This design comes from an exercise in tuning for small area, a short achievable clock period and few clock cycles on the open sky130 flow, not from production work. At most, simulation tests tie the RTL to the original design; equivalence was not proved. Function not checked in runs 1 and 2: the RTL went through the layout flow alone. No activity file was given, so power comes from the tool's default toggle rates.

$ cat design.v
module processor(
input clock,
input reset,
output [11:2] imem_addr,
input [31:0] imem_rdata,
output [31:0] dmem_addr,
output [31:0] dmem_wdata,
output [3:0] dmem_wstrb,
input [31:0] dmem_rdata,
output wb_en,
output [4:0] wb_reg,
output [31:0] wb_data
);
reg  [31:2] pc;         
reg  [31:0] ir;         
reg         vD;         
reg  [31:2] pcD;        
reg  [31:0] aE;         
reg  [31:0] bE;         
reg  [31:0] sE;         
reg  [15:0] iE;         
reg  [4:0]  rdE;        
reg         weE;        
reg         ldE;        
reg         subE;       
reg         unsE;       
reg         selAdd, selLogic, selSlt, selShift, selLink;
reg  [1:0]  logicE;     
reg         shLeftE, shArithE;
reg         stE;        
reg  [1:0]  sizeE;      
reg         ldSignE;    
reg         brE;        
reg         predE;      
reg         beqE, bneE, blezE, bgtzE, bltzE, bgezE;
reg  [31:0] mRes;       
reg  [31:0] mData;      
reg  [3:0]  mStrb;      
reg         mLoad, mSign;
reg  [1:0]  mSize;
reg         mWe;
reg  [4:0]  mRd;
reg         wEn;
reg  [4:0]  wReg;
reg  [31:0] wData;
reg  [31:0] rf [1:31];
wire [31:0] resE;       
wire [31:0] mVal;       
wire        redirect;   
wire [31:2] redirPc;
wire [5:0] op  = ir[31:26];
wire [4:0] rs  = ir[25:21];
wire [4:0] rt  = ir[20:16];
wire [4:0] rd  = ir[15:11];
wire [5:0] fn  = ir[5:0];
wire [15:0] imm = ir[15:0];
wire rtype   = (op == 6'h00);
wire regimm  = (op == 6'h01);
wire isJ     = (op == 6'h02);
wire isJal   = (op == 6'h03);
wire isBeq   = (op == 6'h04);
wire isBne   = (op == 6'h05);
wire isBlez  = (op == 6'h06);
wire isBgtz  = (op == 6'h07);
wire isAddi  = (op == 6'h08) || (op == 6'h09);
wire isSlti  = (op == 6'h0a);
wire isSltiu = (op == 6'h0b);
wire isAndi  = (op == 6'h0c);
wire isOri   = (op == 6'h0d);
wire isXori  = (op == 6'h0e);
wire isLui   = (op == 6'h0f);
wire isLoad  = (op[5:3] == 3'b100);
wire isStore = (op[5:3] == 3'b101);
wire isBr    = regimm || isBeq || isBne || isBlez || isBgtz;
wire rAdd   = rtype && (fn[5:2] == 4'b1000);             
wire rLogic = rtype && (fn[5:2] == 4'b1001);             
wire rSlt   = rtype && (fn[5:1] == 5'b10101);            
wire rShift = rtype && (fn[5:3] == 3'b000) && (fn != 6'h01) && (fn != 6'h05);
wire rShImm = rShift && !fn[2];                          
wire rJr    = rtype && (fn == 6'h08);
wire rJalr  = rtype && (fn == 6'h09);
wire isJr   = rJr || rJalr;
wire immOp  = isAddi || isSlti || isSltiu || isAndi || isOri || isXori || isLui || isLoad || isStore;
wire zext   = isAndi || isOri || isXori;
wire sub    = (rAdd && fn[1]) || rSlt || isSlti || isSltiu;
wire useRs  = !(isJ || isJal || isLui || rShImm);
wire useRt  = rtype || isBeq || isBne || isStore;
reg  [4:0] dst;
always @(*) begin
	dst = 5'd0;
	if (rAdd || rLogic || rSlt || rShift || rJalr) dst = rd;
	else if (isAddi || isSlti || isSltiu || isAndi || isOri || isXori || isLui || isLoad) dst = rt;
	else if (isJal) dst = 5'd31;
end
reg  [31:0] rsRf, rtRf;
integer k;
always @(*) begin
	rsRf = 32'd0;
	rtRf = 32'd0;
	for (k = 1; k < 32; k = k + 1) begin
		rsRf = rsRf | ({32{rs == k}} & rf[k]);
		rtRf = rtRf | ({32{rt == k}} & rf[k]);
	end
end
wire eRs = weE && (rdE == rs);
wire eRt = weE && (rdE == rt);
wire mRs = mWe && (mRd == rs);
wire mRt = mWe && (mRd == rt);
wire stall = vD && ((ldE && ((eRs && useRs) || (eRt && useRt))) || (isJr && eRs));
wire [31:0] rsM   = mRs ? mVal : rsRf;
wire [31:0] rsVal = eRs ? resE : rsM;
wire [31:0] rtVal = eRt ? resE : (mRt ? mVal : rtRf);
wire [31:0] immX = isLui ? {imm, 16'd0} : zext ? {16'd0, imm} : {{16{imm[15]}}, imm};
wire [31:0] opB  = immOp ? immX : rtVal;
wire [31:2] pcInc = pc + 30'd1;
wire [31:2] brTgtD = pcD + 30'd1 + {{14{imm[15]}}, imm};
wire [31:2] jTgtD  = {{4{ir[25]}}, ir[25:0]};
wire predTaken = isBr && imm[15];           
reg  [31:2] nextPc;
always @(*) begin
	if (redirect) nextPc = redirPc;
	else if (stall) nextPc = pc;
	else if (vD && (isJ || isJal)) nextPc = jTgtD;
	else if (vD && isJr) nextPc = rsM[31:2];
	else if (vD && predTaken) nextPc = brTgtD;
	else nextPc = pcInc;
end
assign imem_addr = pc[11:2];
wire [31:0] A = aE;
wire [31:0] B = bE;
wire [32:0] sum;
wire [31:0] pg0 = A ^ B;
wire [31:0] gs [0:5];
wire [31:0] ps [0:5];
assign gs[0] = A & B;
assign ps[0] = pg0;
genvar lv, bi;
generate for (lv = 0; lv < 5; lv = lv + 1) begin : ks
	for (bi = 0; bi < 32; bi = bi + 1) begin : b
		if (bi >= (1 << lv)) begin : c
			assign gs[lv+1][bi] = gs[lv][bi] | (ps[lv][bi] & gs[lv][bi - (1 << lv)]);
			assign ps[lv+1][bi] = ps[lv][bi] & ps[lv][bi - (1 << lv)];
		end else begin : p
			assign gs[lv+1][bi] = gs[lv][bi];
			assign ps[lv+1][bi] = ps[lv][bi];
		end
	end
end endgenerate
wire [31:0] cy = gs[5] | (ps[5] & {32{subE}});
assign sum[31:0] = pg0 ^ {cy[30:0], subE};
assign sum[32] = cy[31];
wire ltu = ~sum[32];
wire lts = (A[31] == B[31]) ? A[31] : sum[31];
wire lt  = unsE ? ltu : lts;
reg [31:0] logicR;
always @(*) begin
	case (logicE)
		2'd0: logicR = A & B;
		2'd1: logicR = A | B;
		2'd2: logicR = A ^ B;
		default: logicR = ~(A | B);
	endcase
end
wire [4:0] shamt = A[4:0];
wire [31:0] shIn, shR;
wire [32:0] shOut = $signed({shArithE & sE[31], shIn}) >>> shamt;
genvar gi;
generate for (gi = 0; gi < 32; gi = gi + 1) begin : rev
	assign shIn[gi] = shLeftE ? sE[31-gi] : sE[gi];
	assign shR[gi]  = shLeftE ? shOut[31-gi] : shOut[gi];
end endgenerate
wire [31:2] pcDInc = pcD + 30'd1;
assign resE = ({32{selAdd}}   & sum[31:0])
            | ({32{selLogic}} & logicR)
            | ({32{selSlt}}   & {31'd0, lt})
            | ({32{selShift}} & shR)
            | ({32{selLink}}  & {pcDInc, 2'b00});
wire eq = (A == sE);
wire taken = (beqE & eq) | (bneE & ~eq) | (blezE & (A[31] | eq)) |
             (bgtzE & ~A[31] & ~eq) | (bltzE & A[31]) | (bgezE & ~A[31]);
assign redirect = brE && (taken != predE);
assign redirPc  = taken ? (pcD + {{14{iE[15]}}, iE}) : pcDInc;
reg [3:0] strb;
always @(*) begin
	case (sizeE)
		2'd0: strb = 4'b0001 << sum[1:0];
		2'd1: strb = sum[1] ? 4'b1100 : 4'b0011;
		default: strb = 4'b1111;
	endcase
end
assign dmem_addr  = mRes;
assign dmem_wdata = mData;
assign dmem_wstrb = mStrb;
wire [31:0] ldW = dmem_rdata;
wire [15:0] ldH = mRes[1] ? ldW[31:16] : ldW[15:0];
wire [7:0]  ldB = mRes[0] ? ldH[15:8] : ldH[7:0];
reg  [31:0] ldR;
always @(*) begin
	case (mSize)
		2'd0: ldR = {{24{mSign & ldB[7]}}, ldB};
		2'd1: ldR = {{16{mSign & ldH[15]}}, ldH};
		default: ldR = ldW;
	endcase
end
assign mVal = mLoad ? ldR : mRes;
always @(posedge clock)
	if (mWe) rf[mRd] <= mVal;
assign wb_en   = wEn;
assign wb_reg  = wReg;
assign wb_data = wData;
wire go = vD && !stall;     
always @(posedge clock or posedge reset) begin
	if (reset) begin
		pc  <= 30'h00100000;    
		vD  <= 1'b0;
		weE <= 1'b0; stE <= 1'b0; ldE <= 1'b0; brE <= 1'b0;
		mStrb <= 4'd0; mWe <= 1'b0; mLoad <= 1'b0;
		wEn <= 1'b0;
	end else begin
		pc  <= nextPc;
		vD  <= !redirect;
		weE <= go && (dst != 5'd0);
		stE <= go && isStore;
		ldE <= go && isLoad;
		brE <= go && isBr;
		mStrb <= stE ? strb : 4'd0;
		mWe <= weE;
		mLoad <= ldE;
		wEn <= mWe;
	end
end
always @(posedge clock) begin
	if (!stall) begin
		ir  <= {imem_rdata[7:0], imem_rdata[15:8], imem_rdata[23:16], imem_rdata[31:24]};
		pcD <= pc;
	end
	aE <= rShImm ? {27'd0, ir[10:6]} : rsVal;
	bE <= sub ? ~opB : opB;
	sE <= rtVal;
	iE <= imm;
	rdE <= dst;
	subE <= sub;
	unsE <= (rSlt && fn[0]) || isSltiu;
	selAdd <= rAdd || isAddi || isLoad || isStore;
	selLogic <= rLogic || isAndi || isOri || isXori || isLui;
	logicE <= rLogic ? fn[1:0] : isAndi ? 2'd0 : isXori ? 2'd2 : 2'd1;
	selSlt <= rSlt || isSlti || isSltiu;
	selShift <= rShift;
	selLink <= isJal || rJalr;
	shLeftE <= (fn[1:0] == 2'b00);
	shArithE <= fn[0];
	sizeE <= op[1:0];
	ldSignE <= !op[2];
	predE <= predTaken;
	beqE  <= isBeq;
	bneE  <= isBne;
	blezE <= isBlez;
	bgtzE <= isBgtz;
	bltzE <= regimm && !rt[0];
	bgezE <= regimm && rt[0];
	mRes  <= resE;
	mData <= (sizeE == 2'd0) ? {4{sE[7:0]}} : (sizeE == 2'd1) ? {2{sE[15:0]}} : sE;
	mSize <= sizeE;
	mSign <= ldSignE;
	mRd   <= rdE;
	wReg  <= mRd;
	wData <= mVal;
end
endmodule
$ cat run.sh
#!/bin/bash
# synth_recipe.tcl (not shown) runs the flow's synth.tcl, then flattens the netlist and writes it again
# the make line also repeats each setting of config.mk as NAME=value (left out here)
make -C /OpenROAD-flow-scripts/flow DESIGN_CONFIG=/design/flow/config.mk WORK_HOME=/design/flow/orfs CLKGATE_MAP_FILE= SYNTH_SCRIPT=/design/flow/synth_recipe.tcl finish
$ cat config.mk
export PLATFORM = sky130hd
export DESIGN_NAME = processor
export DESIGN_NICKNAME = processor
export VERILOG_FILES = /design/flow/design.v
export SDC_FILE = /design/flow/constraint.sdc
export NUM_CORES = 4
export LEC_CHECK = 0
export CAP_MARGIN = 20
export CORE_MARGIN = 2
export CORE_UTILIZATION = 40
export PLACE_DENSITY = 0.6
export SETUP_SLACK_MARGIN = 5
export SLEW_MARGIN = 20
export TNS_END_PERCENT = 100
$ cat constraint.sdc
create_clock -name core_clock -period 10.5 [get_ports {clock}]
set_input_delay 2.1000 -clock core_clock [delete_from_list [all_inputs] [get_ports {clock}]]
set_output_delay 2.1000 -clock core_clock [all_outputs]
set_load 0.01 [all_outputs]
==> impl_metrics.ini, run 1 <==
[run_status]
outcome = timing/DRC/antenna clean

[timing]
fin_worst_skew_ns = 0.05273
finalHoldViolCount = 0
finalSetupViolCount = 0
timing.hold.ws_ns = 0.3309
timing.fmax_mhz = 184.7
rsz0062_at_grt = false
slew_violations = 0
fin_crit_ns = 5.413
tightest_slew_ns = 1.387
max_slew_margin = 0.06688
timing.final.crit_share = 0.5155
fin_tns_setup_ns = 0

[logic_synthesis]
syn_area_sq_um = 68500
ys_seq_area_frac = 0.5493
synth.top_cell.area_share = 0.4621
yosys_warnings = 1
yosysTopAreaCell = edfxtp_1
synth_area_leaders = edfxtp_1 46%, dfxtp_1 7.2%, a22oi_1 6.2%
synth.avg_cell_area_sq_um = 11.15
async_reset_ff_frac = 0.03130
syn_nets = 6335
synth-edff-count = 1054
synth_cells = 6142
synth_ff_type = edfxtp_1
synth_cell_types = 93
ys_ff_latch = 1342

[finish]
multiInputGateArea_sq_um = 29310
fillerInstances = 15400
seq_area_sq_um = 37640
syn_to_final_growth_pct = 15.13
drive_gt1_frac = 0.1233
fin_nets = 6424
final_core_util = 0.4648

[route]
dr.first_iter.drc_count = 13240
wl_mm = 355.6
drc = 0
detail-route-antenna-nets = 0
via_per_inst = 7.325
wire_per_inst_um = 41.43
first_pass_iters = 13
num_vias = 62870

[min_path]
hold_class = reg -> reg
min_from = ldSignE$_DFF_P_

[floorplan]
core-area_sq_um = 169700
start_util = 0.4037
pin_count = 182
dieHeight_um = 417.8
dieWidth_um = 417.8
fp-row-count = 151
fp.dieArea_sq_um = 174600

[clocking]
cts_tree = built
cts_root_buf = clkbuf_16
cts_sinks = 1342
htreeDepth = 4
cts_resized = 0
cts_buffer_depth = 3
clock_latency_ns = 0.84
clk_pin_slew_worst_paths_ns = 0.06
cts_hold_buf = 0
cts-buffers-inserted = 145
cts_setup_buffers = 0

[global_route]
grt_max_degree = 95
grt_pass1_wl_mm = 477.3
overflow = 0
grt_pass1_vias = 58120
track_usage = 0.3937
antenna_found_initial = 22

[worst_setup_path]
r2r_setup_slack_ns = 5.09
path_class = reg -> reg
end_kind = flop
required_ns = 11.17
cp_cell_sequence = buf_4 > clkinv_1 > buf_4 > ha_1 > and3_1 > a2111o_1 > a31o_2 > a2111oi_1 > nor4b_1 > o211ai_1 > a211oi_1 > and2_1 > o21ai_0
crit_path_max_fanout = 31
crit_path_start_kind = flop
path_common_cell = buf_4
crit_path_start = aE[3]$_DFF_P_
slowest_stage = a2111oi_1
cp.arrival_ns = 6.08
worstReg2RegStart = aE[3]$_DFF_P_
critical_path.max_stage_delay_ns = 1.02

[run]
cap_violations = 0

[place]
dp_hpwl_mm = 218.4
globalplace.congestion = 1.031
numPortBuffers = 181

[power_and_ir_drop]
vdd_drop_max_v = 0.0001547
leakagePower_uw = 0.02866
p_per_area_nw_per_um2 = 217.3
==> worst paths after layout <==
path                                 endpoint  cells past startpoint
min reg2reg                     mSign$_DFF_P_                      0
min                             mSign$_DFF_P_                      0
max in group asynchronous  mStrb[0]$_DFF_PP0_                      3
max reg2reg                    sE[25]$_DFF_P_                     13
max                            sE[25]$_DFF_P_                     13
min in group asynchronous       stE$_DFF_PP0_                      3
==> cell usage after synthesis, drive strengths merged (65+ instances only) <==
cell type,instances
a2111oi,84
a21oi,197
a22oi,569
and2,65
and3,298
clkbuf,416
dfxtp,246
edfxtp,1054
ha,124
inv,140
mux2,66
mux2i,80
nand2,365
nand3,497
nand4,180
nor2,292
nor3,100
o21ai,178
xnor2,131
==> metal layers <==
layer  global-route usage  wire, um  up-vias
li1                     -         -    24400
met1               0.4653    119000    30480
met2               0.5635    145500     6183
met3               0.1669     56090     1791
met4               0.3038     34780       20
met5             0.001389       216        -
==> per-stage QoR <==
stage               std cells  area (sq um)  setup WS (ns)  total power (uW)
floorplan                6142         68500          5.594              9503
global placement         8299         73750          4.706             11540
detailed placement       8302         73810          4.694             11570
CTS                      8567         78770          5.257             16910
global route             8567         78820          5.104             17540
finish                   8583         78860          5.087             17130
==> layout by cell type, fill, tap and decap left out, drive strengths merged, types with 30 or more instances in the layout <==
cell | netlist | final
edfxtp | 1054 | 1054
a22oi | 569 | 569
nand3 | 497 | 497
nand2 | 365 | 365
and3 | 298 | 298
nor2 | 292 | 292
dfxtp | 246 | 246
buf | 60 | 237
a21oi | 197 | 197
clkbuf | 416 | 188
clkdlybuf4s50 | 0 | 181
nand4 | 180 | 180
o21ai | 178 | 178
inv | 140 | 149
xnor2 | 131 | 131
ha | 124 | 124
nor3 | 100 | 100
a2111oi | 84 | 84
mux2i | 80 | 80
mux2 | 66 | 66
and2 | 65 | 65
xor2 | 63 | 63
o211ai | 63 | 63
a222oi | 58 | 58
mux4 | 56 | 56
a21o | 55 | 55
nor4 | 55 | 55
a211oi | 54 | 54
clkinv | 2 | 50
a31oi | 49 | 49
dfrtp | 41 | 41
nor2b | 30 | 30
==> kinds of logic (layout without fill, tap and decap cells) <==
kind of cell,after synthesis,in the layout,synth area share
AND/OR/NAND/NOR,2045,2045,0.1550
adder cells (fa/ha/maj),127,127,0.02353
flip-flops,1342,1342,0.5493
AO/OA/AOI/OAI,1614,1614,0.1716
XOR/XNOR,194,194,0.02481
multiplexers,202,202,0.04112
buffers and inverters,618,825,0.03467
other,0,16,0
==> registers in the layout, summed over array words and instances, names as in the netlist, 32 cells and up <==
signal / cells
rf: 992
aE: 32
bE: 32
ir: 32
mData: 32
mRes: 32
sE: 32
wData: 32
==> worst max-delay path, delay by kind of cell (launching register included) <==
kind,cells,cell delay [ns]
AOI/OAI and AO/OA,6,2.76
buffers and inverters,3,0.79
and+or+nand+nor,3,0.77
DFF,1,0.50
adders and majority gates,1,0.39
==> power by group <==
group	switching (uW)	leakage (uW)	total, uW	internal (uW)
combinational	3050	0.0140	4710	1660
clock	2340	0.00242	5430	3090
sequential	619	0.0123	6990	6370
total	6010	0.0287	17100	11100
==> final cells by class <==
class,count,area share
Tap cell,2218,0.03519
Clock inverter,77,0.01214
Clock buffer,188,0.05069
Inverter,142,0.006790
Multi-Input combinational cell,4182,0.3716
Antenna cell,16,0.0005077
Sequential cell,1342,0.4772
Timing Repair Buffer,418,0.04584
==> inputs of run 2 (changes only) <==
==> flow/run.sh (new file) <==
#!/bin/bash
set -euo pipefail
MARGIN=$(cat flow/margin.txt)
bash standard.sh SETUP_SLACK_MARGIN="$MARGIN" finish > flow_make.log 2>&1
==> flow/margin.txt (new file) <==
6.5
==> standard.sh (new file) <==
#!/bin/bash
# synth_recipe.tcl (not shown) runs the flow's synth.tcl, then flattens the netlist and writes it again
# the make line also repeats each setting of config.mk as NAME=value (left out here)
make -C /OpenROAD-flow-scripts/flow DESIGN_CONFIG=/design/flow/config.mk WORK_HOME=/design/flow/orfs CLKGATE_MAP_FILE= SYNTH_SCRIPT=/design/flow/synth_recipe.tcl "${@:-finish}"
--- a/config.mk
+++ b/config.mk
@@ -11,3 +11,2 @@
 export PLACE_DENSITY = 0.6
-export SETUP_SLACK_MARGIN = 5
 export SLEW_MARGIN = 20
removed: run.sh
==> impl_metrics.ini, run 2 <==
[run_status]
outcome = timing/DRC/antenna clean

[logic_synthesis]
synth_area_leaders = edfxtp_1 46%, dfxtp_1 7.2%, a22oi_1 6.2%
synth_compound_gate_area_share = 0.1716
synth.most_common_cell = edfxtp_1
synth-edff-count = 1054
ys_seq_area_frac = 0.5493
yosysTopAreaCell = edfxtp_1
synthXorXnorAreaFrac = 0.02481
synth-simple-area-share = 0.1550
yosys_warnings = 1
synth_top_family_by_area = compound AO/OA/AOI/OAI gates
async_reset_ff_frac = 0.03130
synthAdderAreaFrac = 0.02353
synth_ff_type = edfxtp_1
syn_area_sq_um = 68500
synth.top_cell.area_share = 0.4621
synth_cells = 6142
ys_ff_latch = 1342
synth.area.mux_share = 0.04112
syn_nets = 6335
synth_cell_types = 93
synth_common_cells = 1054 x edfxtp_1, 568 x a22oi_1, 497 x nand3_1
synth.avg_cell_area_sq_um = 11.15

[floorplan]
dieWidth_um = 417.8
fp.dieArea_sq_um = 174600
pin_count = 182
dieHeight_um = 417.8
core-area_sq_um = 169700
fp-row-count = 151
start_util = 0.4037

[timing]
timing.final.crit_share = 0.3978
rsz0062_at_grt = true
timing.hold.ws_ns = 0.3730
finalSetupViolCount = 0
fin_crit_ns = 4.177
max_slew_margin = 0.1814
tightest_slew_ns = 1.218
fin_tns_setup_ns = 0
timing.fmax_mhz = 239.4
finalHoldViolCount = 0
slew_violations = 0
fin_worst_skew_ns = 0.05703

[global_route]
grt_pass1_vias = 59450
busiest_layer = met2
grt_max_degree = 95
antenna_found_initial = 26
track_usage = 0.4045
use_met3 = 0.1844
grt_use_met2 = 0.5704
grt_pass1_wl_mm = 490.4
grt_use_met1 = 0.4731
overflow = 0

[finish]
fin_nets = 6535
largest_register_ffs = 992
layout_commonest_cell = edfxtp_1
final_cell_count_no_fill = 8708
largest_register = rf
layout_common_cells = 1054 x edfxtp_1, 568 x a22oi_1, 493 x nand3_1, 362 x nand2_1, 294 x and3_1
syn_to_final_growth_pct = 19.15
drive_gt1_frac = 0.1672
final_area_sq_um = 81620

[route]
num_vias = 64780
detail-route-antenna-nets = 0
drc = 0
dr.first_iter.drc_count = 14010
via_per_inst = 7.439
wl_mm = 366.1
wire_per_inst_um = 42.04
first_pass_iters = 11

[clocking]
clock_latency_ns = 0.84
cts_buffer_depth = 3
cts-buffers-inserted = 147
cts_tree = built
clk_pin_slew_worst_paths_ns = 0.06
cts_sinks = 1342
htreeDepth = 4
cts_root_buf = clkbuf_16
cts_hold_buf = 0

[power_and_ir_drop]
totalPowerFinal_uw = 17620
p_per_area_nw_per_um2 = 215.9
vdd_drop_max_v = 0.0001658
leakagePower_uw = 0.02954

[min_path]
hold_class = reg -> reg
whs_path_depth = 0

[worst_setup_path]
reg2reg_depth = 12
crit_path_start_kind = flop
required_ns = 11.25
end_kind = flop
crit_path_max_fanout = 46
path_class = reg -> reg
r2r_setup_slack_ns = 6.32
cp.arrival_ns = 4.92

[place]
dp.cells = 8278
numPortBuffers = 181
dp_hpwl_mm = 214.5
place_area_sq_um = 73770
globalplace.congestion = 0.9970

[run]
cap_violations = 0
==> run 2: kinds of logic after synthesis <==
family / Yosys count
AO/OA/AOI/OAI: 1614
flip-flops: 1342
adder cells (fa/ha/maj): 127
multiplexers: 202
buffers and inverters: 618
XOR/XNOR: 194
AND/OR/NAND/NOR: 2045
==> run 2: layer usage <==
| layer | routed length, um | vias to the layer above |
|---|---|---|
| met5 | 276 | - |
| met4 | 38120 | 20 |
| met3 | 59940 | 1988 |
| met2 | 148000 | 6734 |
| met1 | 119700 | 31330 |
| li1 | - | 24710 |
==> run 2: area by class of cell <==
type / instances / area (sq um)
well taps: 2218 / 2775
clock inverters: 65 / 829.5
repair buffers: 504 / 4559
flip-flops and latches: 1342 / 37680
clock buffers: 207 / 4078
multi-input cells: 4203 / 31050
fillers: 15170 / 88040
diodes: 25 / 62.56
repair inverters: 2 / 12.51
inverters: 142 / 571.8
==> run 2: final timing paths <==
path,start,end
setup / recovery,ir[24]$_DFFE_PN_,pc[26]$_DFFE_PP0P_
hold / removal,ldSignE$_DFF_P_,mSign$_DFF_P_
setup reg to reg,ir[24]$_DFFE_PN_,pc[26]$_DFFE_PP0P_
hold reg to reg,ldSignE$_DFF_P_,mSign$_DFF_P_
max in group asynchronous,reset,pc[5]$_DFFE_PP0P_
min in group asynchronous,reset,mLoad$_DFF_PP0_
==> run 2: repair_timing <==
item                                    CTS  global route
pin swaps                                40            29
cloned                                   20             3
resized for setup                       251           119
setup buffers                            67            43
endpoints found under the hold margin     0             0
endpoints found under the setup margin  312            73
==> run 2: where the power goes <==
group	leakage [uW]	switching, uW	internal [uW]
sequential	0.0123	593	6380
clock	0.00238	2310	3080
combinational	0.0149	3310	1950
total	0.0295	6210	11400
==> run 2: worst max-delay path, cell delays in order (launching register included) <==
cell and delay (ns):
edfxtp_1 0.34, buf_6 0.35, nor3b_2 0.27, buf_6 0.50, and2_1 0.39, buf_6 0.45, a22oi_1 0.15, and4_1 0.22
and4_1 0.30, a211oi_2 0.48, o211ai_1 0.13, a211o_1 0.29, nand3_1 0.06
==> run 2: through the flow <==
stage | setup WS [ns] | util
floorplan | 6.217 | -
global placement | 4.721 | 0.4346
detailed placement | 4.688 | 0.4348
CTS | 6.464 | 0.4751
global route | 6.442 | 0.4808
finish | 6.323 | 0.4811
==> inputs of run 3 (changes only) <==
--- a/design.v
+++ b/design.v
@@ -38,4 +38,9 @@
 reg  [3:0]  mStrb;      
-reg         mLoad, mSign;
-reg  [1:0]  mSize;
+reg         mLoad;      
+reg  [3:0]  mB0;        
+reg  [1:0]  mB1;        
+reg         mW;         
+reg         mX8;        
+reg         mX16;       
+reg         mSB, mSH;   
 reg         mWe;
@@ -108,6 +113,9 @@
 wire mRt = mWe && (mRd == rt);
-wire stall = vD && ((ldE && ((eRs && useRs) || (eRt && useRt))) || (isJr && eRs));
-wire [31:0] rsM   = mRs ? mVal : rsRf;
-wire [31:0] rsVal = eRs ? resE : rsM;
-wire [31:0] rtVal = eRt ? resE : (mRt ? mVal : rtRf);
+wire wRs = wEn && (wReg == rs);
+wire wRt = wEn && (wReg == rt);
+wire stall = vD && ((ldE && ((eRs && useRs) || (eRt && useRt))) || (isJr && (eRs || mRs)));
+wire [31:0] rsBase = wRs ? wData : rsRf;
+wire [31:0] rtBase = wRt ? wData : rtRf;
+wire [31:0] rsVal = eRs ? resE : mRs ? mVal : rsBase;
+wire [31:0] rtVal = eRt ? resE : mRt ? mVal : rtBase;
 wire [31:0] immX = isLui ? {imm, 16'd0} : zext ? {16'd0, imm} : {{16{imm[15]}}, imm};
@@ -123,3 +131,3 @@
 	else if (vD && (isJ || isJal)) nextPc = jTgtD;
-	else if (vD && isJr) nextPc = rsM[31:2];
+	else if (vD && isJr) nextPc = rsBase[31:2];
 	else if (vD && predTaken) nextPc = brTgtD;
@@ -193,16 +201,15 @@
 assign dmem_wstrb = mStrb;
-wire [31:0] ldW = dmem_rdata;
-wire [15:0] ldH = mRes[1] ? ldW[31:16] : ldW[15:0];
-wire [7:0]  ldB = mRes[0] ? ldH[15:8] : ldH[7:0];
-reg  [31:0] ldR;
-always @(*) begin
-	case (mSize)
-		2'd0: ldR = {{24{mSign & ldB[7]}}, ldB};
-		2'd1: ldR = {{16{mSign & ldH[15]}}, ldH};
-		default: ldR = ldW;
-	endcase
-end
-assign mVal = mLoad ? ldR : mRes;
+wire [7:0] L0 = dmem_rdata[7:0];
+wire [7:0] L1 = dmem_rdata[15:8];
+wire [7:0] L2 = dmem_rdata[23:16];
+wire [7:0] L3 = dmem_rdata[31:24];
+wire [7:0] ldB0 = ({8{mB0[0]}} & L0) | ({8{mB0[1]}} & L1) | ({8{mB0[2]}} & L2) | ({8{mB0[3]}} & L3);
+wire [7:0] ldB1 = ({8{mB1[0]}} & L1) | ({8{mB1[1]}} & L3);
+wire ext = (mSB & ldB0[7]) | (mSH & ldB1[7]);
+wire nl = !mLoad;
+assign mVal[7:0]   = ldB0 | ({8{nl}} & mRes[7:0]);
+assign mVal[15:8]  = ldB1 | ({8{mX8 & ext}}) | ({8{nl}} & mRes[15:8]);
+assign mVal[31:16] = ({16{mW}} & {L3, L2}) | ({16{mX16 & ext}}) | ({16{nl}} & mRes[31:16]);
 always @(posedge clock)
-	if (mWe) rf[mRd] <= mVal;
+	if (wEn) rf[wReg] <= wData;
 assign wb_en   = wEn;
@@ -262,4 +269,10 @@
 	mData <= (sizeE == 2'd0) ? {4{sE[7:0]}} : (sizeE == 2'd1) ? {2{sE[15:0]}} : sE;
-	mSize <= sizeE;
-	mSign <= ldSignE;
+	mB0   <= {4{ldE}} & ((sizeE == 2'd0) ? (4'b0001 << sum[1:0]) :
+	                     (sizeE == 2'd1) ? {1'b0, sum[1], 1'b0, !sum[1]} : 4'b0001);
+	mB1   <= {2{ldE}} & ((sizeE == 2'd1) ? {sum[1], !sum[1]} : (sizeE == 2'd3) ? 2'b01 : 2'b00);
+	mW    <= ldE && (sizeE == 2'd3);
+	mX8   <= ldE && (sizeE == 2'd0);
+	mX16  <= ldE && (sizeE != 2'd3);
+	mSB   <= ldE && ldSignE && (sizeE == 2'd0);
+	mSH   <= ldE && ldSignE && (sizeE == 2'd1);
 	mRd   <= rdE;
==> impl_metrics.ini, run 3 <==
[worst_setup_path]
r2r_setup_slack_ns = 6.32
crit_path_max_fanout = 19
crit_path_start = ir[17]$_DFFE_PN_
crit_path_start_kind = flop
end_kind = flop
r2r-end = bE[16]$_DFF_P_
required_ns = 11.19
cp.arrival_ns = 4.87
crit_end = bE[16]$_DFF_P_
path_class = reg -> reg
reg2reg_depth = 13
worstReg2RegStart = ir[17]$_DFFE_PN_

[route]
detail-route-antenna-nets = 0
num_vias = 60840
wl_mm = 343.8
wire_per_inst_um = 40.90
drc = 0
dr.first_iter.drc_count = 13600
via_per_inst = 7.237
first_pass_iters = 11

[timing]
max_slew_margin = 0.1695
timing.fmax_mhz = 239.0
timing.final.crit_share = 0.3985
rsz0062_at_grt = true
fin_worst_skew_ns = 0.04943
timing.final.ws_setup_ns = 6.316
fin_crit_ns = 4.184
slew_violations = 0
finalSetupViolCount = 0
tightest_slew_ns = 1.246
finalHoldViolCount = 0
fin_tns_setup_ns = 0

[clocking]
clk_pin_slew_worst_paths_ns = 0.06
cts_hold_buf = 0
cts_root_buf = clkbuf_16
cts-buffers-inserted = 145
clock_latency_ns = 0.83
cts_buffer_depth = 3
htreeDepth = 4
cts_tree = built
cts_sinks = 1350

[logic_synthesis]
synth_area_leaders = edfxtp_1 47%, a22oi_1 9.7%, dfxtp_1 7.6%
synth_cell_types = 93
async_reset_ff_frac = 0.03111
synth-edff-count = 1054
ys_seq_area_frac = 0.5645
synth.avg_cell_area_sq_um = 11.40
synth_common_cells = 1054 x edfxtp_1, 867 x a22oi_1, 526 x nand2_1
syn_area_sq_um = 66940
synth.most_common_cell = edfxtp_1
ys_ff_latch = 1350
synth_cells = 5871
synth_ff_type = edfxtp_1
syn_nets = 6064
yosys_warnings = 1
yosysTopAreaCell = edfxtp_1
synth.top_cell.area_share = 0.4728

[run]
cap_violations = 0

[finish]
fin_nets = 6265
drive_gt1_frac = 0.1461
final_area_sq_um = 78890
layout_common_cells = 1054 x edfxtp_1, 867 x a22oi_1, 523 x nand2_1, 282 x nor2_1, 218 x dfxtp_1
largest_register_ffs = 992
final_core_util = 0.4734
syn_to_final_growth_pct = 17.85
largest_register = rf
fillerInstances = 14950
layout_commonest_cell = edfxtp_1

[floorplan]
pin_count = 182
start_util = 0.4017
fp.dieArea_sq_um = 170600
fp-row-count = 150
dieHeight_um = 413.1
core-area_sq_um = 166700
dieWidth_um = 413.1

[global_route]
grt_max_degree = 65
grt_pass1_wl_mm = 459.2
antenna_found_initial = 27
grt_pass1_vias = 56310
overflow = 0
track_usage = 0.3886

[place]
dp_hpwl_mm = 201.5
numPortBuffers = 181
place_area_sq_um = 71780
globalplace.congestion = 0.9961
post-place-ws_ns = 5.186

[power_and_ir_drop]
p_per_area_nw_per_um2 = 222.6
leakagePower_uw = 0.02832
pwr-share-comb = 0.299
p_int_uw = 11340
vdd_drop_max_v = 0.0001961
seq_power_share = 0.404
switching_share = 0.3542
power_switching_uw = 6220
clkPwrFrac = 0.297
totalPowerFinal_uw = 17560

[min_path]
hold_class = reg -> reg
whs_path_depth = 0

[run_status]
outcome = timing/DRC/antenna clean
run 3: changes by cell type after synthesis, moves of 56 or more:
cell and delta:
nand3_1 -311, clkbuf_1 -90, nor2_1 +56, nand2_1 +161
and3_1 -217, nand4_1 -72, a2111oi_0 -63, a22oi_1 +299
run 3: repair_timing:
item | CTS | global route
endpoints found under the setup margin | 268 | 90
pin swaps | 16 | 27
buffers inserted | 45 | 55
gates cloned | 8 | 3
gates resized for setup | 255 | 128
run 3: worst min path at each step:
stage                             endpoint  slack, ns      startpoint
after floorplan           mData[0]$_DFF_P_       0.33   sE[0]$_DFF_P_
after global placement      mRd[3]$_DFF_P_       0.38  rdE[3]$_DFF_P_
after detailed placement    mRd[3]$_DFF_P_       0.38  rdE[3]$_DFF_P_
after CTS                  wReg[1]$_DFF_P_       0.39  mRd[1]$_DFF_P_
after global routing        mRd[3]$_DFF_P_       0.40  rdE[3]$_DFF_P_
final                      wReg[1]$_DFF_P_       0.39  mRd[1]$_DFF_P_
run 3: layout make-up:
class | count | area, sq um | share of cell area
multi-input cells | 3965 | 28420 | 0.3602
clock inverters | 74 | 793.3 | 0.01006
flip-flops and latches | 1350 | 37880 | 0.4801
repair inverters | 1 | 5.005 | 0.00006344
well taps | 2204 | 2758 | 0.03496
repair buffers | 471 | 4488 | 0.05689
clock buffers | 189 | 3969 | 0.05031
diodes | 15 | 37.54 | 0.0004758
inverters | 138 | 546.8 | 0.006931
run 3: metrics by stage:
stage,hold WS [ns],instances
6_report,0.3887,8407
5_1_grt,0.4023,8394
4_1_cts,0.3865,8333
3_5_place_dp,0.3817,8017
3_3_place_gp,0.3831,8017
2_1_floorplan,0.3290,5871
run 3: per-layer routing:
metal  wire, um  vias up  part of all wire  track usage
met1     116800    29470              0.34       0.4709
li1           -    23530                 -            -
met3      55460     1688              0.16       0.1670
met4      31640       22             0.092       0.2794
met5        453        -            0.0013      0.01357
met2     139500     6131              0.41       0.5489
run 3: power by group through the flow:
stage | Sequential, uW | Combinational [uW] | Clock (uW)
after floorplan | 7020 | 2620 | 0
after global placement | 7160 | 4500 | 0
after detailed placement | 7170 | 4520 | 0
after CTS | 7070 | 4800 | 5210
after global routing | 7100 | 5470 | 5410
final | 7090 | 5240 | 5220
run 3: worst max-delay path, stage by stage, from the launching register on:
cell and delay (ns):
edfxtp_1 0.42, buf_12 0.18, nor3b_2 0.54, buf_4 0.36, and2_4 0.46, buf_6 0.44
a22oi_1 0.12, nand3_1 0.12, nor4_1 0.07, a21oi_1 0.73, a211oi_1 0.11, a21oi_1 0.21
o21ai_1 0.09, xnor2_1 0.13
run 3: cell families after synthesis:
logic type,share of synthesized area
flops,0.5645
mux,0.03800
fa+ha+maj,0.02407
simple gates,0.1134
compound gates,0.1993
xor+xnor,0.02721
buf+inv,0.03357
Testbench counts of run 3, summed over its fixed seeds: cycles 99,900.
==> inputs of run 4 (changes only) <==
--- a/design.v
+++ b/design.v
@@ -17,2 +17,3 @@
 reg  [31:2] pcD;        
+reg  [31:1] rsOH, rtOH; 
 reg  [31:0] aE;         
@@ -105,4 +106,4 @@
 	for (k = 1; k < 32; k = k + 1) begin
-		rsRf = rsRf | ({32{rs == k}} & rf[k]);
-		rtRf = rtRf | ({32{rt == k}} & rf[k]);
+		rsRf = rsRf | ({32{rsOH[k]}} & rf[k]);
+		rtRf = rtRf | ({32{rtOH[k]}} & rf[k]);
 	end
@@ -126,11 +127,12 @@
 wire predTaken = isBr && imm[15];           
-reg  [31:2] nextPc;
-always @(*) begin
-	if (redirect) nextPc = redirPc;
-	else if (stall) nextPc = pc;
-	else if (vD && (isJ || isJal)) nextPc = jTgtD;
-	else if (vD && isJr) nextPc = rsBase[31:2];
-	else if (vD && predTaken) nextPc = brTgtD;
-	else nextPc = pcInc;
-end
+reg  [31:2] pcOther;
+always @(*) begin
+	if (redirect) pcOther = redirPc;
+	else if (stall) pcOther = pc;
+	else if (vD && (isJ || isJal)) pcOther = jTgtD;
+	else if (vD && predTaken) pcOther = brTgtD;
+	else pcOther = pcInc;
+end
+wire selJr = vD && isJr && !redirect && !stall;
+wire [31:2] nextPc = selJr ? rsBase[31:2] : pcOther;
 assign imem_addr = pc[11:2];
@@ -217,2 +219,5 @@
 assign wb_data = wData;
+wire [4:0] fRs = {imem_rdata[1:0], imem_rdata[15:13]};
+wire [4:0] fRt = imem_rdata[12:8];
+integer j;
 wire go = vD && !stall;     
@@ -242,2 +247,6 @@
 		pcD <= pc;
+		for (j = 1; j < 32; j = j + 1) begin
+			rsOH[j] <= (fRs == j);
+			rtOH[j] <= (fRt == j);
+		end
 	end
==> flow/run.sh (replaced) <==
#!/bin/bash
set -euo pipefail
MARGIN=$(cat flow/margin.txt)
bash standard.sh SETUP_SLACK_MARGIN="$MARGIN" "BUFFER_PORTS_ARGS=-buffer_cell sky130_fd_sc_hd__buf_2" finish > flow_make.log 2>&1
==> flow/margin.txt (replaced) <==
7.0
==> impl_metrics.ini, run 4 <==
[run_status]
outcome = timing/DRC/antenna clean

[finish]
largest_register_ffs = 992
layout_common_cells = 1116 x edfxtp_1, 420 x buf_4, 351 x a22o_1, 343 x a221oi_1, 290 x nand2_1
fin_nets = 6261
final_core_util = 0.4935
largest_register = rf
drive_gt1_frac = 0.2342
layout_commonest_cell = edfxtp_1
fillerInstances = 14730
final_cell_count_no_fill = 8433
syn_to_final_growth_pct = 22.24

[logic_synthesis]
synth-edff-count = 1116
synth_cell_types = 97
synth.most_common_cell = edfxtp_1
async_reset_ff_frac = 0.02975
synth.avg_cell_area_sq_um = 12.16
synth_area_leaders = edfxtp_1 49%, dfxtp_1 7.4%, a221oi_1 4.5%
synth.top_cell.area_share = 0.4887
ys_ff_latch = 1412
ys_seq_area_frac = 0.5782
yosys_warnings = 1
synth_common_cells = 1116 x edfxtp_1, 360 x clkbuf_1, 354 x a221oi_1
yosysTopAreaCell = edfxtp_1
syn_nets = 5832
synth_ff_type = edfxtp_1
syn_area_sq_um = 68570
synth_cells = 5639

[timing]
finalHoldViolCount = 0
timing.hold.ws_ns = 0.3920
rsz0062_at_grt = true
max_slew_margin = 0.2170
finalSetupViolCount = 0
fin_tns_setup_ns = 0
timing.final.ws_setup_ns = 6.736
slew_violations = 0
fin_worst_skew_ns = 0.05206
fin_crit_ns = 3.764
tightest_slew_ns = 1.174
timing.fmax_mhz = 265.7
timing.final.crit_share = 0.3584

[worst_setup_path]
reg2reg_depth = 15
worstReg2RegStart = pcD[5]$_DFFE_PN_
required_ns = 11.25
crit_path_max_fanout = 4
r2r-end = pc[30]$_DFFE_PP0P_
path_class = reg -> reg
cp.arrival_ns = 4.52
end_kind = flop
r2r_setup_slack_ns = 6.74
crit_path_start_kind = flop

[place]
post-place-ws_ns = 5.435
dp_hpwl_mm = 199.7
dp.cells = 7819
globalplace.congestion = 1.024
numPortBuffers = 181

[route]
first_pass_iters = 13
via_per_inst = 7.528
num_vias = 63490
wl_mm = 359.6
dr.first_iter.drc_count = 14090
detail-route-antenna-nets = 0
drc = 0
wire_per_inst_um = 42.64

[floorplan]
fp.dieArea_sq_um = 174800
dieHeight_um = 418.0
dieWidth_um = 418.0
pin_count = 182
start_util = 0.4037
core-area_sq_um = 169800
fp-row-count = 151

[run]
cap_violations = 0

[min_path]
hold_class = reg -> reg
min_from = mRd[2]$_DFF_P_
whs_path_depth = 0
hold_end = wReg[2]$_DFF_P_

[global_route]
overflow = 0
busiest_layer = met2
grt_max_degree = 72
grt_use_met1 = 0.4657
grt_pass1_vias = 58350
grt_use_met2 = 0.5588
antenna_found_initial = 27
use_met3 = 0.1869
track_usage = 0.3950
grt_pass1_wl_mm = 478.4

[clocking]
cts-buffers-inserted = 151
cts_hold_buf = 0
htreeDepth = 4
cts_root_buf = clkbuf_16
cts_buffer_depth = 3
clock_latency_ns = 0.84
cts_tree = built
cts_sinks = 1412
clk_pin_slew_worst_paths_ns = 0.06

[power_and_ir_drop]
leakagePower_uw = 0.02988
p_per_area_nw_per_um2 = 233.1
vdd_drop_max_v = 0.0001569
[run 4: cell count changes after synthesis, moves of 28 or more]
cell	before	now
a22oi_1	867	235
a221oi_1	30	354
nand3_1	186	104
buf_2	37	9
a22o_1	34	352
nand2_1	526	295
nor3_1	94	151
clkbuf_1	326	360
nor2_1	348	311
nor4_1	61	22
edfxtp_1	1054	1116
nand4_1	108	165
[run 4: metal layers]
| layer | up-vias | wire [um] |
|---|---|---|
| met5 | - | 394 |
| met4 | 26 | 36100 |
| met3 | 2100 | 61420 |
| met2 | 6930 | 144600 |
| met1 | 30660 | 117100 |
| li1 | 23770 | - |
[run 4: stage by stage]
stage	total power, uW	instance area, sq um
2_1_floorplan	10160	68660
3_3_place_gp	12120	72450
3_5_place_dp	12140	72480
4_1_cts	18860	82350
5_1_grt	19920	83770
6_report	19540	83820
[run 4: worst max-delay path: stages (launching register included)]
cell and delay, ns:
edfxtp_1 0.39, nand4_1 0.18, buf_4 0.19, buf_4 0.13
o31a_1 0.31, or2_4 0.29, ha_4 0.31, nand2_4 0.06
a211oi_4 0.23, a21oi_2 0.11, a311o_1 0.40, a31oi_4 0.26
o211ai_1 0.13, mux2_4 0.33, o2111ai_4 0.21, a31o_2 0.18
[run 4: cells by family after synthesis]
group,count (synthesis),share of synthesized area
XOR/XNOR,199,0.02542
buffers and inverters,568,0.03248
AO/OA/AOI/OAI,1882,0.2123
flip-flops,1412,0.5782
multiplexers,175,0.03689
adder cells (fa/ha/maj),127,0.02350
AND/OR/NAND/NOR,1276,0.09118
[run 4: layout make-up]
cell class | instances | area (sq um) | area share
Inverter | 144 | 585.6 | 0.006986
Multi-Input combinational cell | 3661 | 28960 | 0.3455
Antenna cell | 24 | 60.06 | 0.0007165
Sequential cell | 1412 | 39870 | 0.4757
Clock buffer | 187 | 4028 | 0.04805
Timing Repair Buffer | 697 | 6561 | 0.07828
Timing Repair inverter | 1 | 11.26 | 0.0001343
Clock inverter | 89 | 965.9 | 0.01152
Tap cell | 2218 | 2775 | 0.03311
[run 4: worst max-delay path by stage]
stage                                 start                  to  cells past startpoint  slack, ns
after floorplan               dmem_rdata[7]      bE[18]$_DFF_P_                      9       6.68
after global placement        aE[0]$_DFF_P_   pc[5]$_DFFE_PP0P_                     10       5.37
after global routing       pcD[5]$_DFFE_PN_  pc[29]$_DFFE_PP0P_                     15       6.69
after detailed placement      aE[0]$_DFF_P_   pc[5]$_DFFE_PP0P_                     10       5.43
final                      pcD[5]$_DFFE_PN_  pc[30]$_DFFE_PP0P_                     15       6.74
after CTS                 wData[10]$_DFF_P_         wb_data[10]                      2       6.92
[run 4: what timing repair did]
action	4_1_cts	5_1_grt
gates cloned	36	2
buffers inserted	193	82
setup endpoints to repair	348	175
gates resized for setup	528	174
pin swaps	70	80
[run 4: power breakdown]
group | switching (uW) | internal (uW)
clock | 2460 | 3040
sequential | 557 | 6780
combinational | 3980 | 2720
total | 7000 | 12500
Testbench counts of run 4, summed over its fixed seeds: cycles 99,900.
==> inputs of run 5 (changes only) <==
--- a/design.v
+++ b/design.v
@@ -21,3 +21,3 @@
 reg  [31:0] sE;         
-reg  [15:0] iE;         
+reg  [31:2] tgtE;       
 reg  [4:0]  rdE;        
@@ -124,3 +124,3 @@
 wire [31:2] pcInc = pc + 30'd1;
-wire [31:2] brTgtD = pcD + 30'd1 + {{14{imm[15]}}, imm};
+wire [31:2] brTgtD = pc + {{14{imm[15]}}, imm};
 wire [31:2] jTgtD  = {{4{ir[25]}}, ir[25:0]};
@@ -191,3 +191,3 @@
 assign redirect = brE && (taken != predE);
-assign redirPc  = taken ? (pcD + {{14{iE[15]}}, iE}) : pcDInc;
+assign redirPc  = taken ? tgtE : pcDInc;
 reg [3:0] strb;
@@ -255,3 +255,3 @@
 	sE <= rtVal;
-	iE <= imm;
+	tgtE <= brTgtD;
 	rdE <= dst;
==> impl_metrics.ini, run 5 <==
[run_status]
outcome = timing/DRC/antenna clean

[floorplan]
fp.dieArea_sq_um = 171800
start_util = 0.4030
core-area_sq_um = 167200
dieHeight_um = 414.5
dieWidth_um = 414.5
pin_count = 182
fp-row-count = 150

[route]
dr.first_iter.drc_count = 14780
first_pass_iters = 13
num_vias = 62190
via_per_inst = 7.590
wl_mm = 364.4
drc = 0
detail-route-antenna-nets = 0
wire_per_inst_um = 44.47

[finish]
syn_to_final_growth_pct = 20.85
final_area_sq_um = 81440
seq_area_sq_um = 40220
layout_commonest_cell = edfxtp_1
largest_register = rf
fin_nets = 6001
layout_common_cells = 1116 x edfxtp_1, 359 x a22o_1, 356 x buf_4, 351 x a221oi_1, 276 x nand2_1
fillerInstances = 14540
multiInputGateArea_sq_um = 26610
largest_register_ffs = 992
drive_gt1_frac = 0.2104

[clocking]
cts-buffers-inserted = 150
clock_latency_ns = 0.84
cts_buffer_depth = 3
cts_tree = built
clk_pin_slew_worst_paths_ns = 0.06
cts_hold_buf = 0
cts_sinks = 1427
htreeDepth = 4
cts_root_buf = clkbuf_16

[power_and_ir_drop]
p_per_area_nw_per_um2 = 231.7
seq_power_share = 0.399
p_int_uw = 12350
switching_share = 0.3456
leakagePower_uw = 0.02923
vdd_drop_max_v = 0.0002062
clkPwrFrac = 0.304
pwr-share-comb = 0.298
power_switching_uw = 6520

[timing]
timing.fmax_mhz = 261.6
fin_tns_setup_ns = 0
rsz0062_at_grt = true
tightest_slew_ns = 1.249
slew_violations = 0
max_slew_margin = 0.1554
finalSetupViolCount = 0
finalHoldViolCount = 0
fin_worst_skew_ns = 0.05379
timing.final.crit_share = 0.3640
fin_crit_ns = 3.822

[min_path]
hold_end = wReg[0]$_DFF_P_
hold_class = reg -> reg
whs_path_depth = 0
min_from = mRd[0]$_DFF_P_

[logic_synthesis]
syn_area_sq_um = 67390
ys_ff_latch = 1427
synth_cells = 5470
synth_area_leaders = edfxtp_1 50%, dfxtp_1 8.0%, a221oi_1 4.7%
async_reset_ff_frac = 0.02943
yosysTopAreaCell = edfxtp_1
synth.top_cell.area_share = 0.4973
yosys_warnings = 1
synth.avg_cell_area_sq_um = 12.32
synth_ff_type = edfxtp_1
synth.most_common_cell = edfxtp_1
ys_seq_area_frac = 0.5928
synth-edff-count = 1116
synth_common_cells = 1116 x edfxtp_1, 360 x a221oi_1, 359 x a22o_1
syn_nets = 5633
synth_cell_types = 87

[global_route]
grt_pass1_vias = 56970
overflow = 0
grt_max_degree = 69
grt_pass1_wl_mm = 483.2
track_usage = 0.4068
antenna_found_initial = 32

[worst_setup_path]
worstReg2RegStart = rsOH[5]$_DFFE_PN_
r2r-end = aE[4]$_DFF_P_
required_ns = 11.26
crit_path_start_kind = flop
end_kind = flop
r2r_setup_slack_ns = 6.68
path_class = reg -> reg
cp.arrival_ns = 4.58
crit_path_max_fanout = 17
reg2reg_depth = 10

[place]
globalplace.congestion = 1.034
place_area_sq_um = 71500
numPortBuffers = 181
dp_hpwl_mm = 209.9

[run]
cap_violations = 0
[run 5: cell types whose count changed in the layout (fill, tap and decap cells not counted), moves of 14 or more]
cell / previous run / this run
dfxtp_4: 50 / 64
o21ai_0: 142 / 126
mux2i_1: 71 / 106
inv_1: 136 / 115
nand2_1: 290 / 276
buf_4: 420 / 356
ha_4: 18 / 1
[run 5: worst max path at each step]
| stage | from | end | cells past startpoint |
|---|---|---|---|
| after CTS | wData[19]$_DFF_P_ | wb_data[19] | 2 |
| after floorplan | dmem_rdata[23] | bE[18]$_DFF_P_ | 8 |
| after detailed placement | ir[29]$_DFFE_PN_ | pc[27]$_DFFE_PP0P_ | 11 |
| after global routing | shLeftE$_DFF_P_ | bE[17]$_DFF_P_ | 10 |
| after global placement | ir[29]$_DFFE_PN_ | pc[27]$_DFFE_PP0P_ | 11 |
| final | rsOH[5]$_DFFE_PN_ | aE[4]$_DFF_P_ | 10 |
[run 5: cell families after synthesis]
group,share of synthesized area
compound gates,0.2070
flops,0.5928
simple gates,0.08803
buf+inv,0.03140
mux,0.03947
xor+xnor,0.02300
fa+ha+maj,0.01823
[run 5: final cells by class]
type                    instances  share of cell area
repair inverters                3           0.0002305
inverters                     126            0.006345
clock inverters                92             0.01489
clock buffers                 183             0.04953
multi-input cells            3506              0.3267
diodes                         29           0.0008911
flip-flops and latches       1427              0.4939
well taps                    2204             0.03386
repair buffers                624             0.07368
[run 5: power by group through the flow]
stage	combinational [uW]	sequential (uW)	clock [uW]
2_1_floorplan	2350	7500	0
3_5_place_dp	4170	7610	0
6_report	5610	7520	5730
4_1_cts	5180	7480	5700
3_3_place_gp	4160	7610	0
5_1_grt	5760	7530	5930
[run 5: metrics by stage]
step / worst slack, ns / hold WS [ns] / utilization / total power [uW] / std cells
2_1_floorplan: 6.714 / 0.3290 / - / 9853 / 5470
5_1_grt: 6.887 / 0.3859 / 0.4867 / 19220 / 8172
3_3_place_gp: 5.417 / 0.3839 / 0.4274 / 11770 / 7668
4_1_cts: 6.935 / 0.3811 / 0.4814 / 18360 / 8118
6_report: 6.678 / 0.3806 / 0.4870 / 18870 / 8194
3_5_place_dp: 5.394 / 0.3826 / 0.4276 / 11790 / 7669
[run 5: worst max-delay path, cell delays in order (launching register included)]
cell and delay [ns]:
edfxtp_1 0.74, buf_4 0.59, buf_4 0.56, a222oi_1 0.21, nand4_1 0.14, nor3_1 0.09, a21oi_2 0.51, mux2i_1 0.26
a21oi_1 0.31, o21ai_0 0.18, nand2_1 0.11
[run 5: routing by layer]
metal	up-vias	global-route usage	wire, um
met2	7022	0.5680	145400
met5	-	0.006391	322
met3	2191	0.2051	64340
met4	22	0.3210	38550
met1	29960	0.4692	115800
li1	23000	-	-
[run 5: timing repair]
| action | in CTS | in global routing |
|---|---|---|
| pin swaps | 17 | 30 |
| endpoints found under the setup margin | 350 | 172 |
| cloned | 37 | 3 |
| buffers inserted | 137 | 43 |
| resized for setup | 429 | 104 |
Testbench counts of run 5, summed over its fixed seeds: cycles 99,900.
==> inputs of run 6 (changes only) <==
--- a/config.mk
+++ b/config.mk
@@ -10,2 +10,4 @@
 export CORE_UTILIZATION = 40
+export CTS_CLUSTER_DIAMETER = 80
+export CTS_CLUSTER_SIZE = 20
 export PLACE_DENSITY = 0.6
==> impl_metrics.ini, run 6 <==
[worst_setup_path]
cp.arrival_ns = 4.32
end_kind = flop
required_ns = 11.12
crit_path_max_fanout = 18
worstReg2RegStart = rtOH[24]$_DFFE_PN_
crit_path_start_kind = flop
path_class = reg -> reg
crit_path_start = rtOH[24]$_DFFE_PN_

[logic_synthesis]
ys_seq_area_frac = 0.5928
async_reset_ff_frac = 0.02943
synth_cell_types = 87
synth-edff-count = 1116
synth.top_cell.area_share = 0.4973
synth.avg_cell_area_sq_um = 12.32
syn_area_sq_um = 67390
yosysTopAreaCell = edfxtp_1
ys_ff_latch = 1427
synth.most_common_cell = edfxtp_1
synth_area_leaders = edfxtp_1 50%, dfxtp_1 8.0%, a221oi_1 4.7%
yosys_warnings = 1
synth_ff_type = edfxtp_1
synth_common_cells = 1116 x edfxtp_1, 360 x a221oi_1, 359 x a22o_1
synth_cells = 5470
syn_nets = 5633

[route]
num_vias = 61710
wl_met3_mm = 62.99
wl_met1_mm = 115.7
wl_met2_mm = 144.5
wl_mm = 362.2
dr.first_iter.drc_count = 14560
first_pass_iters = 13
route.top_layer_used = met5
drc = 0
via_per_inst = 7.677
detail-route-antenna-nets = 0
wire_per_inst_um = 45.05

[clocking]
clk_pin_slew_worst_paths_ns = 0.09
clock_latency_ns = 0.78
cts-buffers-inserted = 87
cts_sinks = 1427
cts_tree = built
cts_root_buf = clkbuf_16
cts_buffer_depth = 3
htreeDepth = 3

[timing]
timing.fmax_mhz = 270.3
finalHoldViolCount = 0
rsz0062_at_grt = true
slew_violations = 0
tightest_slew_ns = 1.255
fin_crit_ns = 3.699
fin_tns_setup_ns = 0
timing.final.crit_share = 0.3523
finalSetupViolCount = 0
fin_worst_skew_ns = 0.06206
max_slew_margin = 0.1614

[finish]
fillerInstances = 14800
largest_register_ffs = 992
layout_commonest_cell = edfxtp_1
multiInputGateArea_sq_um = 26620
seq_area_sq_um = 40190
drive_gt1_frac = 0.1950
largest_register = rf
layout_common_cells = 1116 x edfxtp_1, 359 x a22o_1, 353 x a221oi_1, 350 x buf_4, 276 x nand2_1
syn_to_final_growth_pct = 16.72
fin_nets = 5930

[global_route]
antenna_found_initial = 42
grt_pass1_vias = 56130
grt_pass1_wl_mm = 478.6
overflow = 0
grt_max_degree = 69
track_usage = 0.4031

[power_and_ir_drop]
leakagePower_uw = 0.02791
p_per_area_nw_per_um2 = 213.1
seq_power_share = 0.449
switching_share = 0.3639
pwr-share-comb = 0.331
vdd_drop_max_v = 0.0001427
power_switching_uw = 6100
p_int_uw = 10660
totalPowerFinal_uw = 16760
clkPwrFrac = 0.220

[floorplan]
core-area_sq_um = 167200
fp.dieArea_sq_um = 171800
fp-row-count = 150
dieWidth_um = 414.5
start_util = 0.4030
dieHeight_um = 414.5
pin_count = 182

[place]
globalplace.congestion = 1.034
numPortBuffers = 181
dp_hpwl_mm = 209.9

[min_path]
hold_class = reg -> reg
min_from = mRd[0]$_DFF_P_

[run]
cap_violations = 0

[run_status]
outcome = timing/DRC/antenna clean
==> run 6: cell count changes in the layout (fill, tap and decap cells not counted), moves of 9 or more <==
cell	change
clkbuf_16	-68
clkinv_2	-21
clkinv_1	-19
bufinv_16	-18
clkbuf_1	-13
clkinvlp_4	-10
buf_2	+9
dfxtp_4	-9
==> run 6: kinds of logic (layout without fill, tap and decap cells) <==
family | Yosys count | in the layout | share of synthesized area
AOI/OAI and AO/OA | 1807 | 1807 | 0.2070
DFF | 1427 | 1427 | 0.5928
buffers and inverters | 538 | 871 | 0.03140
and+or+nand+nor | 1221 | 1222 | 0.08803
xor gates and xnor gates | 177 | 177 | 0.02300
other | 0 | 30 | 0
muxes | 203 | 203 | 0.03947
adders and majority gates | 97 | 97 | 0.01823
==> run 6: area by class of cell <==
| class | count | share of cell area |
|---|---|---|
| clock buffers | 101 | 0.02900 |
| repair inverters | 2 | 0.0001750 |
| clock inverters | 25 | 0.004359 |
| diodes | 30 | 0.0009545 |
| well taps | 2204 | 0.03506 |
| multi-input cells | 3506 | 0.3385 |
| flip-flops and latches | 1427 | 0.5110 |
| inverters | 126 | 0.006490 |
| repair buffers | 617 | 0.07446 |
==> run 6: what timing repair did <==
action                                 CTS  global route
setup buffers                          121            52
gates resized for setup                403           108
endpoints found under the hold margin    0             0
pin swaps                               16            29
gates cloned                            37             1
setup endpoints to repair              349           151
hold buffers                             0             0
==> run 6: power groups by stage <==
| stage | logic (uW) | clock network (uW) | registers [uW] |
|---|---|---|---|
| floorplan | 2350 | 0 | 7500 |
| global placement | 4160 | 0 | 7610 |
| detailed placement | 4170 | 0 | 7610 |
| CTS | 5090 | 3650 | 7500 |
| global route | 5680 | 3850 | 7540 |
| finish | 5540 | 3690 | 7530 |
==> run 6: critical path: stages, from the launching register on <==
cell and delay (ns):
edfxtp_1 0.34, buf_4 0.51, buf_4 0.59, a22o_1 0.24, a221oi_1 0.05, nand4_1 0.16
nor3_1 0.07, nor3_2 0.59, a211oi_4 0.12, a21oi_1 0.47, a21oi_1 0.17, xnor2_1 0.14
==> run 6: path summary, 6_finish.rpt <==
| path | to | slack (ns) | cells past startpoint |
|---|---|---|---|
| worst min-delay path | wReg[0]$_DFF_P_ | 0.38 | 0 |
| max in group asynchronous | pc[8]$_DFFE_PP0P_ | 8.37 | 3 |
| worst min register to register | wReg[0]$_DFF_P_ | 0.38 | 0 |
| worst max register to register | bE[11]$_DFF_P_ | 6.80 | 11 |
| min in group asynchronous | pc[28]$_DFFE_PP0P_ | 1.58 | 3 |
| worst max-delay path | bE[11]$_DFF_P_ | 6.80 | 11 |
==> run 6: routing by layer <==
layer / global-route usage / up-vias
li1: - / 22760
met1: 0.4663 / 29820
met2: 0.5630 / 6914
met3: 0.2016 / 2177
met4: 0.3155 / 34
met5: 0.01278 / -
==> run 6: through the flow <==
stage,instances,utilization,setup WS [ns],cell area (sq um),hold WS (ns)
4_1_cts,7953,0.4642,6.930,77630,0.3858
5_1_grt,8019,0.4701,6.845,78610,0.3918
2_1_floorplan,5470,-,6.714,67500,0.3290
6_report,8038,0.4703,6.801,78650,0.3849
3_3_place_gp,7668,0.4274,5.417,71470,0.3839
3_5_place_dp,7669,0.4276,5.394,71500,0.3826

==> afterwards: timing with drivers on the ports <==
In the flow no input, the clock included, has a driving cell. The finished layouts below were timed again as built, in two steps.
Step 1 sets driving cells, clkbuf_16 on the clock port and buf_2 on the other inputs (assumed; they add their load-dependent delay and slew).
Step 2 moves the port delays by t, midway between the first and last clock arrival at a register: inputs arrive t later, outputs are due t later. That takes back most of the time a late clock gives input paths.
Slacks: ideal / step 1 / step 2; pairs: ideal / step 1.
run	t (ns)	setup slack, ns	clock arrival spread, ns	slew at the worst register clock pin (ns)	worst slew at a driven data input, ns
run 1	0.901	5.087 / 5.087 / 4.560	0.059 / 0.058	0.07 / 0.07	0.06
run 2	0.905	6.323 / 6.323 / 5.621	0.058 / 0.059	0.07 / 0.07	0.07
run 3	0.895	6.316 / 6.316 / 5.633	0.069 / 0.069	0.07 / 0.07	0.05
run 4	0.909	6.736 / 6.736 / 6.055	0.054 / 0.054	0.07 / 0.07	0.09
run 5	0.901	6.678 / 6.678 / 6.165	0.055 / 0.055	0.07 / 0.07	0.15
run 6	0.835	6.801 / 6.801 / 6.188	0.065 / 0.064	0.09 / 0.09	0.14
After both steps every run listed still meets setup and hold. For run 2, which loses most, drivers alone change the setup slack by 0.000 ns; drivers and shift together by -0.702 ns.
